This design comes from an exercise in tuning for small area and a short achievable clock period on the open sky130 flow, not from production work. The RTL was checked by simulation tests, not by an equivalence proof against the original design. No activity file was given, so power comes from the tool's default toggle rates.

==> job 6023 <==
// MIPS_16_bit_Processor
module MIPS_16_bit_Processor(data_in,clk,interrupt,reset,data_out,imem_addr,imem_rdata,dmem_en,dmem_we,dmem_addr,dmem_wdata,dmem_rdata,prediction,present_state);
Settings: LEC_CHECK=0, CAP_MARGIN=35, CORE_MARGIN=2, CORE_UTILIZATION=40, SLEW_MARGIN=35; clock period 24.0 ns.
standard.sh (not shown) runs the stock make flow with config.mk's settings and CLKGATE_MAP_FILE= SYNTH_SCRIPT=/design/flow/synth_recipe.tcl, a recipe that flattens the netlist after the stock synthesis.
==> flow/flow/run.sh <==
#!/bin/bash
set -euo pipefail
export SETUP_SLACK_MARGIN=12
export BUFFER_PORTS_ARGS="-buffer_cell sky130_fd_sc_hd__buf_2"
bash standard.sh > standard_flow.log 2>&1
==> job 2984 (differences from job 6023) <==
--- a/flow/design.v
+++ b/flow/design.v
@@ -11,26 +11,26 @@
 output dmem_we;
 output [15:0] dmem_addr;
 output [15:0] dmem_wdata;
 input [15:0] dmem_rdata;
 output [1:0] present_state;
 output prediction;
 reg [31:0] ins_prv;             
-reg [15:0] hold_address;           
+reg [15:0] next_address, hold_address;
 reg q1_t, q2_t, q3_t, q4_t;     
 reg d3_t, d5_t, d6_t, d7_t, d8_t, d9_t;
 reg g_t;                        
 reg [4:0] reg4, reg5;
 reg [4:0] wb_idx;
 reg [15:0] wb_data;
 reg rst_q;
 reg [15:0] ans_ex, DM_data, data_out_r, Ex_out;
 reg [1:0] flag_prv;
 reg wi_t;
-reg [15:0] hold_ret;               
+reg [15:0] hold_add;
 reg [1:0] ps;
 reg [15:0] rf [0:31];
 integer i, j;
 wire [31:0] insU = q3_t ? ins_prv : imem_rdata;
 wire [31:0] ins = reset ? insU : 32'b0;
 wire [5:0] op = ins[31:26];
 wire [5:0] opU = insU[31:26];
@@ -76,35 +76,25 @@
 wire [15:0] ans_dm = mem_mux_sel_dm ? dmem_rdata : Ex_out;
 wire comp1 = (reg4 == reg2);
 wire comp2 = (reg5 == reg2);
 wire comp3 = (reg6 == reg2);
 wire comp4 = (reg4 == reg7);
 wire comp5 = (reg7 == reg5);
 wire comp6 = (reg7 == reg6);
-wire [31:0] selA = 32'b1 << ins_prv[20:16];
-wire [31:0] selB = 32'b1 << ins_prv[15:11];
-reg [15:0] AR, BR;
-always @(*) begin
-    AR = 16'b0;
-    BR = 16'b0;
-    for (i = 0; i < 32; i = i + 1) begin
-        AR = AR | ({16{selA[i]}} & rf[i]);
-        BR = BR | ({16{selB[i]}} & rf[i]);
-    end
-end
+wire [15:0] AR = rf[ins_prv[20:16]];
+wire [15:0] BR = rf[ins_prv[15:11]];
 wire selA_dm = ~comp1 & comp2 & d9_t;
 wire selB_dm = ~imm_sel & ~comp4 & comp5 & d9_t;
 wire [15:0] A_early = comp1 ? ans_ex : comp2 ? Ex_out : comp3 ? ans_wb : AR;
 wire [15:0] B_early = imm_sel ? imm : comp4 ? ans_ex : comp5 ? Ex_out : comp6 ? ans_wb : BR;
 wire [15:0] A = selA_dm ? dmem_rdata : A_early;
 wire [15:0] B = selB_dm ? dmem_rdata : B_early;
 wire is_sub = (op_dec[4] == 1'b0) & (op_dec[2:0] == 3'b001);
 wire [15:0] BB = is_sub ? ~B : B;
-wire [16:0] sum17 = {A, 1'b1} + {BB, is_sub};
-wire [15:0] sum = sum17[16:1];
+wire [15:0] sum = A + BB + {15'b0, is_sub};
 wire ovf = sum[15];
 reg [15:0] row [0:7];
 reg [15:0] cs_s, cs_c, cs_t;
 always @(*) begin
     for (i = 0; i < 8; i = i + 1) begin
         row[i] = 16'b0;
         for (j = 0; j < 8; j = j + 1)
@@ -211,27 +201,27 @@
     rf[wb_idx] <= wb_data;
 end
 wire RET = (opU == 6'o20);
 wire JMP = (opU == 6'o30);
 wire CJ  = (opU[5:2] == 4'b0111);
 wire stallU = (opU == 6'o21) | ((opU == 6'o24) & ~q1_t) | (CJ & ~q4_t);
 wire X = wi_t | RET | JMP;
-wire [15:0] next_address = rst_q ? hold_address + 16'd1 : 16'b0;
-wire [15:0] hold_add = hold_ret + 16'd1;
 wire [15:0] jmp_loc = RET ? hold_add : (wi_t ? 16'hF000 : insU[15:0]);
 wire [15:0] CAJ = stallU ? hold_address : next_address;
 wire [15:0] t0 = X ? jmp_loc : CAJ;           
 wire [15:0] t1 = (X | CJ) ? jmp_loc : CAJ;    
 wire cond = (opU[1] ? flag_ex[1] : flag_ex[0]) ^ opU[0];
 wire [15:0] CAR = cond ? t1 : t0;
 wire pc_mux_sel = X | (CJ & cond);
-always @(posedge clk) begin
+wire [15:0] IA = CAR + 16'd1;
+always @(posedge clk) begin
+    next_address <= reset ? IA : 16'b0;
     hold_address <= reset ? CAR : 16'b0;
     wi_t <= interrupt;
-    hold_ret <= reset ? (interrupt ? CAR : hold_ret) : 16'hFFFF;
+    hold_add <= reset ? (interrupt ? IA : hold_add) : 16'b0;
 end
 wire incorrect = (pc_mux_sel != ps[1]);
 always @(posedge clk) begin
     if (!reset)
         ps <= 2'b00;
     else if (CJ)
         ps <= incorrect ? (ps[0] ? 2'b10 : 2'b01) : (ps[1] ? 2'b11 : 2'b00);
==> flow/flow/run.sh (replaced) <==
#!/bin/bash
set -euo pipefail
export SETUP_SLACK_MARGIN=10
bash standard.sh > standard_flow.log 2>&1
==> results.txt <==
wire length of the first global-routing pass 281.5 mm; nets 4096; worst endpoint data arrival time 9.54 ns; height of the die 316.5 microns; die outline area 100200 sq um; number of detailed-route iterations in the first pass 9; register area 18910 sq um; fraction of standard cell area in multi-input logic 42.46%; result of the run finished clean; hold path startpoint d7_t$_DFF_P_; fraction of layout instances using a drive strength above 1 18.46%; worst rel slew slack 26.44%; sequential cells 687; vias in the first global route 35.13k; most area-consuming cells after synthesis edfxtp_1, dfxtp_1, and3_1; simple logic cell fraction of the synthesized area 21.35%; number of cells produced by synthesis 3796
# the run above: job 6023

==> results.txt <==
sequential cells 708; result of the run finished clean; fraction of layout instances using a drive strength above 1 19.58%; type of the tightest min-delay check reg -> reg; vias in the first global route 30.13k; most area-consuming cells after synthesis edfxtp_1, dfxtp_1, mux4_2; PD cells 94.11 nW/um^2; number of clock buffers in the layout 101; most frequent standard cell in the layout excluding fill and tap cells edfxtp_1; total via count after detailed routing 31.33k; number of detailed-route iterations in the first pass 6; register area 19340 sq um; hold path startpoint reg5[0]$_SDFF_PN0_; worst rel slew slack 32.09%; fraction of power spent switching nets 37.38%; number of cells produced by synthesis 3394; wire length of the first global-routing pass 214.8 mm; die outline area 103500 sq um; nets 3703; worst endpoint data arrival time 9.17 ns
# the run above: job 2984

## re-timing with driven ports
In the flow no input, the clock included, has a driving cell. The finished layouts below were timed again as built, in two steps.
Step 1, drivers: a clkbuf_16 drives clk and a buf_2 each remaining input, both assumed.
Step 2 adds t to the input delays and takes it off the output delays; t is the mean of the earliest and latest rising clock arrival at the registers after step 1. Input paths then give back, and output paths get back, about the clock's delay inside the block.
Slacks: ideal / step 1 / step 2; pairs: ideal / step 1.
run	t, ns	setup WS [ns]	worst setup path at the end	worst register clock-pin slew, ns
job 6023	0.750	9.656 / 9.544 / 9.544	input to output	0.07 / 0.07
job 2984	0.730	10.030 / 9.956 / 9.956	input to output	0.07 / 0.07
After both steps setup and hold are still met in every run listed. For job 6023, which loses most, drivers alone change the setup slack by -0.112 ns; drivers and shift together by -0.112 ns.
